This design comes from an exercise in tuning for small area on the open sky130 flow, not from production work. The RTL was checked by simulation tests, not by an equivalence proof against the original design. The flow treats the clock pin as an ideal source. Dropping or thinning the clock tree relies on that and would not hold on a real chip. No activity file was given, so power comes from the tool's default toggle rates.

==> flow/design.v (excerpt) <==
module FFT (input wire [3:0] x_in0, input wire [3:0] x_in1, input wire [3:0] x_in2, input wire [3:0] x_in3,
            input wire [3:0] x_in4, input wire [3:0] x_in5, input wire [3:0] x_in6, input wire [3:0] x_in7,
            input wire Clock, input wire Reset,
            output wire [6:0] X_out0, output wire [11:0] X_out1, output wire [11:0] X_out2, output wire [17:0] X_out3,
            output wire [9:0] X_out4, output wire [15:0] X_out5, output wire [15:0] X_out6, output wire [21:0] X_out7);
clock: 5.0 ns
lec_check: 0
cap_margin: 20
core_margin: 2
core_utilization: 40
cts_buf_list: sky130_fd_sc_hd__clkbuf_4
slew_margin: 20
synth_hierarchical: 1
standard.sh (not shown) runs the stock make flow with config.mk's settings and CLKGATE_MAP_FILE= SYNTH_SCRIPT=/design/flow/synth_recipe.tcl, a recipe that flattens the netlist after the stock synthesis.
==> flow/flow/run.sh <==
#!/bin/bash
# The standard layout, with the smallest buffer on every input and output port
# (the standard flow picks a 10 um2 delay buffer for them).
set -euo pipefail
export BUFFER_PORTS_ARGS="-buffer_cell sky130_fd_sc_hd__buf_1"
bash standard.sh > standard.log 2>&1
Change:
CTS_BUF_LIST = sky130_fd_sc_hd__clkbuf_8   (was sky130_fd_sc_hd__clkbuf_4)
CTS_CLUSTER_DIAMETER = 200   (was default)
CTS_CLUSTER_SIZE = 40   (was default)
Worst hold slack gains 0.052 ns.
Non-clock buffer count drops by 7.
Maximum frequency climbs by about 0.34%.
Final cell count drops by 1.0%.
Design area drops by about 1%.
First-iteration DRC count climbs by 7.2%.
Clock-buffer cell count does not change.
Global-route usage hardly moves.
Change:
CTS_BUF_LIST = default   (was sky130_fd_sc_hd__clkbuf_8)
CTS_CLUSTER_DIAMETER = default   (was 200)
CTS_CLUSTER_SIZE = default   (was 40)
Effect: Clock power grows by about 50%. Worst hold slack is better by 0.015 ns. Global-route usage went up by 0.17 points.


FFT, a different RTL version from the one above (not shown whole).
For scale: about 500 cells after synthesis, about 150 I/O pins, ~0.0047 mm^2 of cells after synthesis.
export LEC_CHECK = 0
export CAP_MARGIN = 20
export CORE_MARGIN = 2
export CORE_UTILIZATION = 40
export CTS_BUF_LIST = sky130_fd_sc_hd__clkbuf_8
export CTS_CLUSTER_DIAMETER = 200
export CTS_CLUSTER_SIZE = 40
export SLEW_MARGIN = 20
export SYNTH_HIERARCHICAL = 1
create_clock -name core_clock -period 5.0 [get_ports {Clock}]
==> flow/flow/run.sh <==
#!/bin/bash
# The standard layout, with: the smallest buffer on every input and output port (the standard
# flow picks a 10 um2 delay buffer for them); the synthesized gates at their smallest drive
# strength before floorplanning (repair sizes them up where needed); a one-level clock tree of
# two buffers (flow/onebuf.tcl).
set -euo pipefail
export BUFFER_PORTS_ARGS="-buffer_cell sky130_fd_sc_hd__buf_1"
export PRE_CTS_TCL="$PWD/flow/onebuf.tcl"
R=orfs/results/sky130hd/FFT/base
bash standard.sh synth > standard_synth.log 2>&1
DOWNSIZE_ODB=$R/1_synth.odb openroad -no_init -exit flow/downsize.tcl > downsize.log 2>&1
touch $R/1_synth.sdc
bash standard.sh > standard.log 2>&1
==> flow/flow/onebuf.tcl <==
# Sourced before CTS (PRE_CTS_TCL). With only 32 flip-flops, two clkbuf_8 can drive every clock
# pin, so the clock tree is one level: the clock port drives two buffers, each driving the clock
# pins of one half of the flip-flops (split by x) from the centre of that half (detailed
# placement legalizes them). This replaces TritonCTS's root-plus-four-leaves tree.
proc clock_tree_synthesis { args } {
  set db [ord::get_db]
  set block [ord::get_db_block]
  set port_net [$block findNet Clock]
  set master [$db findMaster sky130_fd_sc_hd__clkbuf_8]
  $port_net setSigType CLOCK
  set sinks {}
  foreach it [$port_net getITerms] {
    set box [[$it getInst] getBBox]
    lappend sinks [list [expr {([$box xMin] + [$box xMax]) / 2}] [expr {([$box yMin] + [$box yMax]) / 2}] $it]
  }
  set sinks [lsort -integer -index 0 $sinks]
  set half [expr {[llength $sinks] / 2}]
  set groups [list [lrange $sinks 0 [expr {$half - 1}]] [lrange $sinks $half end]]
  set k 0
  foreach grp $groups {
    set buf [odb::dbInst_create $block $master clkbuf_${k}_Clock]
    set net [odb::dbNet_create $block clknet_${k}_Clock]
    $net setSigType CLOCK
    set sx 0; set sy 0
    foreach s $grp {
      lassign $s x y it
      $it disconnect
      $it connect $net
      incr sx $x; incr sy $y
    }
    [$buf findITerm A] connect $port_net
    [$buf findITerm X] connect $net
    $buf setLocation [expr {$sx / [llength $grp]}] [expr {$sy / [llength $grp]}]
    $buf setPlacementStatus PLACED
    puts "clock buffer $k drives [llength $grp] clock pins"
    incr k
  }
  set_propagated_clock [all_clocks]
}
Other scripts of this flow, unchanged in this note and not shown: flow/flow/downsize.tcl
Next try:
==> flow/flow/run.sh (replaced) <==
#!/bin/bash
# The standard layout, with: the smallest buffer on every input and output port (the standard
# flow picks a 10 um2 delay buffer for them); the synthesized gates at their smallest drive
# strength before floorplanning (repair sizes them up where needed); a small clock tree without
# dummy loads.
set -euo pipefail
export BUFFER_PORTS_ARGS="-buffer_cell sky130_fd_sc_hd__buf_1"
export CTS_ARGS="-sink_clustering_enable -repair_clock_nets -dont_use_dummy_load -buf_list sky130_fd_sc_hd__clkbuf_8 -root_buf sky130_fd_sc_hd__clkbuf_8 -sink_clustering_size 32 -sink_clustering_max_diameter 300"
R=orfs/results/sky130hd/FFT/base
bash standard.sh synth > standard_synth.log 2>&1
DOWNSIZE_ODB=$R/1_synth.odb openroad -no_init -exit flow/downsize.tcl > downsize.log 2>&1
touch $R/1_synth.sdc
bash standard.sh > standard.log 2>&1
removed: flow/flow/onebuf.tcl
Core utilization went up by 1.3 points.
Worst setup slack is worse by 0.060 ns.
Total power went up by 5.0%.
Synthesized area stays the same.
Final area went up by 3.0%.
Maximum frequency went down by about 1.2%.
The clock cells of the first run of this note come from the design's own scripts or RTL, not from TritonCTS.


## run A
FFT, a different RTL version from the one above (not shown whole).
For scale: roughly 530 cells after synthesis, ~32 flip-flops, roughly 150 I/O pins.
Settings: LEC_CHECK=0, CAP_MARGIN=20, CORE_MARGIN=2, CORE_UTILIZATION=40, CTS_BUF_LIST=sky130_fd_sc_hd__clkbuf_8, CTS_CLUSTER_DIAMETER=200, CTS_CLUSTER_SIZE=40, SLEW_MARGIN=20, SYNTH_HIERARCHICAL=1; clock period 5.0 ns.
==> flow/flow/run.sh <==
#!/bin/bash
# The standard layout, with the smallest buffer on every input and output port (the standard
# flow picks a 10 um2 delay buffer for them) and a one-level clock tree of two buffers (flow/onebuf.tcl).
set -euo pipefail
export BUFFER_PORTS_ARGS="-buffer_cell sky130_fd_sc_hd__buf_1"
export PRE_CTS_TCL="$PWD/flow/onebuf.tcl"
bash standard.sh > standard.log 2>&1
==> flow/flow/onebuf.tcl <==
# Sourced before CTS (PRE_CTS_TCL). With only 32 flip-flops, two clkbuf_8 can drive every clock
# pin, so the clock tree is one level: the clock port drives two buffers, each driving the clock
# pins of one half of the flip-flops (split by x) from the centre of that half (detailed
# placement legalizes them). This replaces TritonCTS's root-plus-four-leaves tree.
proc clock_tree_synthesis { args } {
  set db [ord::get_db]
  set block [ord::get_db_block]
  set port_net [$block findNet Clock]
  set master [$db findMaster sky130_fd_sc_hd__clkbuf_8]
  $port_net setSigType CLOCK
  set sinks {}
  foreach it [$port_net getITerms] {
    set box [[$it getInst] getBBox]
    lappend sinks [list [expr {([$box xMin] + [$box xMax]) / 2}] [expr {([$box yMin] + [$box yMax]) / 2}] $it]
  }
  set sinks [lsort -integer -index 0 $sinks]
  set half [expr {[llength $sinks] / 2}]
  set groups [list [lrange $sinks 0 [expr {$half - 1}]] [lrange $sinks $half end]]
  set k 0
  foreach grp $groups {
    set buf [odb::dbInst_create $block $master clkbuf_${k}_Clock]
    set net [odb::dbNet_create $block clknet_${k}_Clock]
    $net setSigType CLOCK
    set sx 0; set sy 0
    foreach s $grp {
      lassign $s x y it
      $it disconnect
      $it connect $net
      incr sx $x; incr sy $y
    }
    [$buf findITerm A] connect $port_net
    [$buf findITerm X] connect $net
    $buf setLocation [expr {$sx / [llength $grp]}] [expr {$sy / [llength $grp]}]
    $buf setPlacementStatus PLACED
    puts "clock buffer $k drives [llength $grp] clock pins"
    incr k
  }
  set_propagated_clock [all_clocks]
}
In summary, run A completed successfully, with a layout that passed the timing, design-rule and antenna checks.
## Diff of input files: run B against run A
==> flow/flow/run.sh <==
#!/bin/bash
# The standard layout, with the smallest buffer on every input and output port
# (the standard flow picks a 10 um2 delay buffer for them) and a small clock tree
# without dummy loads.
set -euo pipefail
export BUFFER_PORTS_ARGS="-buffer_cell sky130_fd_sc_hd__buf_1"
export CTS_ARGS="-sink_clustering_enable -repair_clock_nets -dont_use_dummy_load -buf_list sky130_fd_sc_hd__clkbuf_8 -root_buf sky130_fd_sc_hd__clkbuf_8 -sink_clustering_size 32 -sink_clustering_max_diameter 300"
bash standard.sh > standard.log 2>&1
removed: flow/flow/onebuf.tcl
Results
- Every run in the comparison, run A and run B, completed the flow with a clean layout.
- From run A to run B the numbers moved as follows: worst-case setup margin in the final layout shows a reduction of 0.056 ns; worst hold slack lower; global-route wire length before repair neither gained nor lost much; sequential portion of the cell area about even.
- Run B vs. run A: switching component of the power has increased, vias after detailed routing has increased.
### run B -> run C
==> flow/flow/run.sh <==
#!/bin/bash
# The standard layout, with the smallest buffer on every input and output port (the standard
# flow picks a 10 um2 delay buffer for them) and a one-buffer clock tree (flow/onebuf.tcl).
set -euo pipefail
export BUFFER_PORTS_ARGS="-buffer_cell sky130_fd_sc_hd__buf_1"
export PRE_CTS_TCL="$PWD/flow/onebuf.tcl"
bash standard.sh > standard.log 2>&1
==> flow/flow/onebuf.tcl (new file) <==
# Sourced before CTS (PRE_CTS_TCL). With only 32 flip-flops one clkbuf_16 can drive every clock
# pin, so the clock tree is a single buffer between the clock port and the flip-flops, placed at
# their centre (detailed placement legalizes it), instead of TritonCTS's root-plus-four tree.
proc clock_tree_synthesis { args } {
  set db [ord::get_db]
  set block [ord::get_db_block]
  set port_net [$block findNet Clock]
  set master [$db findMaster sky130_fd_sc_hd__clkbuf_16]
  set buf [odb::dbInst_create $block $master clkbuf_0_Clock]
  set net [odb::dbNet_create $block clknet_0_Clock]
  $net setSigType CLOCK
  $port_net setSigType CLOCK
  set sx 0; set sy 0; set n 0
  foreach it [$port_net getITerms] {
    set inst [$it getInst]
    $it disconnect
    $it connect $net
    set box [$inst getBBox]
    set sx [expr {$sx + ([$box xMin] + [$box xMax]) / 2}]
    set sy [expr {$sy + ([$box yMin] + [$box yMax]) / 2}]
    incr n
  }
  [$buf findITerm A] connect $port_net
  [$buf findITerm X] connect $net
  $buf setLocation [expr {$sx / $n}] [expr {$sy / $n}]
  $buf setPlacementStatus PLACED
  puts "one clock buffer drives $n clock pins"
  set_propagated_clock [all_clocks]
}
## What came out
- On worst hold slack: run C sits above run B.
- Between run C and run B, the detail-routed net length per standard cell does not differ in any meaningful way.
- Proportion of power drawn by flip-flops and latches in run C is 0.6 points above run B.
- Compared with run B, run C shows clock edge transition at the registers on the reported setup and hold paths higher by 0.05 ns.
- Of run C and run B, the higher maximum frequency belongs to run C.
- Wire: run C routes less than run B
In run A and run C the design's own scripts or RTL, not TritonCTS, make the clock network.


## exp/nickel
FFT with an RTL version that a note above also has.
Size: ~32 flip-flops, roughly 150 I/O pins, ~4800 sq um of cells after synthesis.
export LEC_CHECK = 0
export CAP_MARGIN = 20
export CORE_MARGIN = 2
export CORE_UTILIZATION = 40
export CTS_BUF_LIST = sky130_fd_sc_hd__clkbuf_8
export CTS_CLUSTER_DIAMETER = 200
export CTS_CLUSTER_SIZE = 40
export SLEW_MARGIN = 20
export SYNTH_HIERARCHICAL = 1
create_clock -name core_clock -period 5.0 [get_ports {Clock}]
==> flow/flow/run.sh <==
#!/bin/bash
# The standard layout, with the smallest buffer on every input and output port (the standard
# flow picks a 10 um2 delay buffer for them) and a one-level clock tree of two buffers (flow/onebuf.tcl).
set -euo pipefail
export BUFFER_PORTS_ARGS="-buffer_cell sky130_fd_sc_hd__buf_1"
export PRE_CTS_TCL="$PWD/flow/onebuf.tcl"
bash standard.sh > standard.log 2>&1
==> flow/flow/onebuf.tcl <==
# Sourced before CTS (PRE_CTS_TCL). With only 32 flip-flops, two clkbuf_8 can drive every clock
# pin, so the clock tree is one level: the clock port drives two buffers, each driving the clock
# pins of one half of the flip-flops (split by x) from the centre of that half (detailed
# placement legalizes them). This replaces TritonCTS's root-plus-four-leaves tree.
proc clock_tree_synthesis { args } {
  set db [ord::get_db]
  set block [ord::get_db_block]
  set port_net [$block findNet Clock]
  set master [$db findMaster sky130_fd_sc_hd__clkbuf_8]
  $port_net setSigType CLOCK
  set sinks {}
  foreach it [$port_net getITerms] {
    set box [[$it getInst] getBBox]
    lappend sinks [list [expr {([$box xMin] + [$box xMax]) / 2}] [expr {([$box yMin] + [$box yMax]) / 2}] $it]
  }
  set sinks [lsort -integer -index 0 $sinks]
  set half [expr {[llength $sinks] / 2}]
  set groups [list [lrange $sinks 0 [expr {$half - 1}]] [lrange $sinks $half end]]
  set k 0
  foreach grp $groups {
    set buf [odb::dbInst_create $block $master clkbuf_${k}_Clock]
    set net [odb::dbNet_create $block clknet_${k}_Clock]
    $net setSigType CLOCK
    set sx 0; set sy 0
    foreach s $grp {
      lassign $s x y it
      $it disconnect
      $it connect $net
      incr sx $x; incr sy $y
    }
    [$buf findITerm A] connect $port_net
    [$buf findITerm X] connect $net
    $buf setLocation [expr {$sx / [llength $grp]}] [expr {$sy / [llength $grp]}]
    $buf setPlacementStatus PLACED
    puts "clock buffer $k drives [llength $grp] clock pins"
    incr k
  }
  set_propagated_clock [all_clocks]
}
What exp/umber does differently from exp/nickel at the input level:
- a deleted CTS_BUF_LIST that had been sky130_fd_sc_hd__clkbuf_8
- a deleted CTS_CLUSTER_SIZE that had been 40
- a deleted CTS_CLUSTER_DIAMETER that had been 200
- an added GPL_TIMING_DRIVEN of 0
==> flow/flow/run.sh <==
#!/bin/bash
# The standard layout, with the smallest buffer on every input and output port
# (the standard flow picks a 10 um2 delay buffer for them) and a small clock tree
# without dummy loads.
set -euo pipefail
export BUFFER_PORTS_ARGS="-buffer_cell sky130_fd_sc_hd__buf_1"
export CTS_ARGS="-sink_clustering_enable -repair_clock_nets -dont_use_dummy_load -buf_list sky130_fd_sc_hd__clkbuf_8 -root_buf sky130_fd_sc_hd__clkbuf_8 -sink_clustering_size 32 -sink_clustering_max_diameter 300"
bash standard.sh > standard.log 2>&1
removed: flow/flow/onebuf.tcl
Findings:
Filler cell count in the final layout, exp/umber vs exp/nickel: down by a few percent
In exp/umber, instance count on the critical path is higher than in exp/nickel.
Die area came out exactly the same in exp/nickel and exp/umber.
d[0]$_DFF_PN0_ as the worst setup path startpoint was reported by exp/nickel, and c[0]$_DFF_PN0_ by exp/umber.
diff inputs: exp/umber => exp/xenon
- an added CTS_CLUSTER_DIAMETER of 200
- an added CTS_BUF_LIST of sky130_fd_sc_hd__clkbuf_8
- a deleted GPL_TIMING_DRIVEN that had been 0
- an added CTS_CLUSTER_SIZE of 40
==> flow/flow/run.sh <==
#!/bin/bash
# The standard layout, with the smallest buffer on every input and output port
# (the standard flow picks a 10 um2 delay buffer for them) and a small clock tree
# without dummy loads.
set -euo pipefail
export BUFFER_PORTS_ARGS="-buffer_cell sky130_fd_sc_hd__buf_1"
export CTS_ARGS="-sink_clustering_enable -repair_clock_nets -dont_use_dummy_load -buf_list sky130_fd_sc_hd__clkbuf_16 -root_buf sky130_fd_sc_hd__clkbuf_16 -sink_clustering_size 50 -sink_clustering_max_diameter 2000"
bash standard.sh > standard.log 2>&1
Per the comparison of exp/xenon with exp/umber, post-placement worst setup slack moved up; weighted congestion at the end of routability-driven global placement higher; final wirelength fell 1.6%; global-route wire length before repair lower; final area went down 13%.
Diff exp/umber -> exp/xenon | clock buffer and inverter area fraction after layout | increase of 1.3 points
Relative to exp/xenon, the following input files were edited for exp/delta:
==> flow/flow/run.sh <==
#!/bin/bash
# The standard layout, with the smallest buffer on every input and output port
# (the standard flow picks a 10 um2 delay buffer for them).
set -euo pipefail
export BUFFER_PORTS_ARGS="-buffer_cell sky130_fd_sc_hd__buf_1"
bash standard.sh > standard.log 2>&1
Notes after the runs:
Against exp/xenon as the reference, exp/delta delivers a higher non-filler instance count after layout.
From exp/delta to exp/xenon, portion of the post-synthesis area used by sequential elements did not move at all.
Total power in exp/delta vs exp/xenon: down 0.049 mW
exp/delta vs. exp/xenon: minimum setup slack in the final design shrank by 0.027 ns, combinational share of power grew by 2.2 points, shortest period the worst path allows grew by 0.027 ns.
On wire length of the first global-routing pass, exp/xenon and exp/delta are basically level.
Here is what was changed in the inputs of exp/pepper compared with exp/delta.
- a change of CORE_UTILIZATION from 40 to 60
==> flow/flow/run.sh <==
#!/bin/bash
# The standard layout, with: the smallest buffer on every input and output port (the standard
# flow picks a 10 um2 delay buffer for them); the synthesized gates at their smallest drive
# strength before floorplanning (repair sizes them up where needed); a small clock tree without
# dummy loads.
set -euo pipefail
export BUFFER_PORTS_ARGS="-buffer_cell sky130_fd_sc_hd__buf_1"
export CTS_ARGS="-repair_clock_nets -dont_use_dummy_load -buf_list sky130_fd_sc_hd__clkbuf_8 -root_buf sky130_fd_sc_hd__clkbuf_16"
R=orfs/results/sky130hd/FFT/base
bash standard.sh synth > standard_synth.log 2>&1
DOWNSIZE_ODB=$R/1_synth.odb openroad -no_init -exit flow/downsize.tcl > downsize.log 2>&1
touch $R/1_synth.sdc
bash standard.sh > standard.log 2>&1
==> flow/flow/downsize.tcl (new file) <==
# Give every combinational cell that synthesis sized above _1 its _1 drive strength;
# the later repair steps size up again wherever timing or slew needs it.
set odb $::env(DOWNSIZE_ODB)
read_db $odb
set db [ord::get_db]
set block [ord::get_db_block]
set n 0
foreach inst [$block getInsts] {
  set name [[$inst getMaster] getName]
  if {[regexp {^(sky130_fd_sc_hd__(a21oi|a21o|o21ai|nand2|nor2|xor2|xnor2|inv|and2|or2))_([0-9]+)$} $name -> base kind size] && $size > 1} {
    set m [$db findMaster ${base}_1]
    if {$m ne "NULL" && $m ne ""} { $inst swapMaster $m; incr n }
  }
}
puts "downsized $n cells"
write_db $odb
--- outcome ---
exp/pepper went all the way through the flow, and no timing, DRC or antenna check failed.
Going from exp/delta to exp/pepper, placed wire-length estimate fell by about 11%, synthesized area lower, wire length of the first global-routing pass fell 11%.
In exp/nickel the design's own scripts or RTL, not TritonCTS, make the clock network.

## what the ideal ports hide
No port has a modelled driver above. Below, the same layouts with a new extraction and two added sets of constraints. Step 1 sets driving cells, clkbuf_16 on the clock port and buf_2 on the other inputs (assumed; they add their load-dependent delay and slew). Step 2 adds t to the input delays and takes it off the output delays; t is the mean of the earliest and latest rising clock arrival at the registers after step 1. Input paths then give back, and output paths get back, about the clock's delay inside the block. a / b / c = ideal / step 1 / step 2; a / b = the first two.
run	t (ns)	setup slack, ns	worst hold slack (ns)	worst setup path at the end	worst slew at a driven data input, ns
the first run of note 1	0.357	0.159 / 0.132 / 0.489	0.742 / 0.740 / 1.097	register to output	0.04
the second run of note 1	0.312	0.175 / 0.147 / 0.459	0.794 / 0.790 / 1.102	register to output	0.04
the third run of note 1	0.308	0.192 / 0.159 / 0.467	0.809 / 0.801 / 1.109	register to output	0.04
the first run of note 2	0.197	0.217 / 0.180 / 0.377	0.898 / 0.882 / 1.079	register to output	0.04
the second run of note 2	0.313	0.158 / 0.130 / 0.443	0.792 / 0.785 / 1.098	register to output	0.04
run A	0.190	0.258 / 0.222 / 0.412	0.898 / 0.885 / 1.075	register to output	0.04
run B	0.305	0.203 / 0.175 / 0.481	0.793 / 0.789 / 1.095	register to output	0.04
run C	0.203	0.239 / 0.206 / 0.408	0.879 / 0.869 / 1.072	register to output	0.04
exp/nickel	0.194	0.236 / 0.200 / 0.394	0.907 / 0.892 / 1.086	register to output	0.04
exp/umber	0.311	0.158 / 0.128 / 0.439	0.753 / 0.746 / 1.057	register to output	0.04
exp/xenon	0.304	0.198 / 0.165 / 0.469	0.802 / 0.790 / 1.094	register to output	0.04
exp/delta	0.314	0.171 / 0.142 / 0.456	0.793 / 0.785 / 1.099	register to output	0.04
exp/pepper	0.305	0.176 / 0.139 / 0.445	0.812 / 0.797 / 1.102	register to output	0.04
After both steps setup and hold are still met in every run listed.
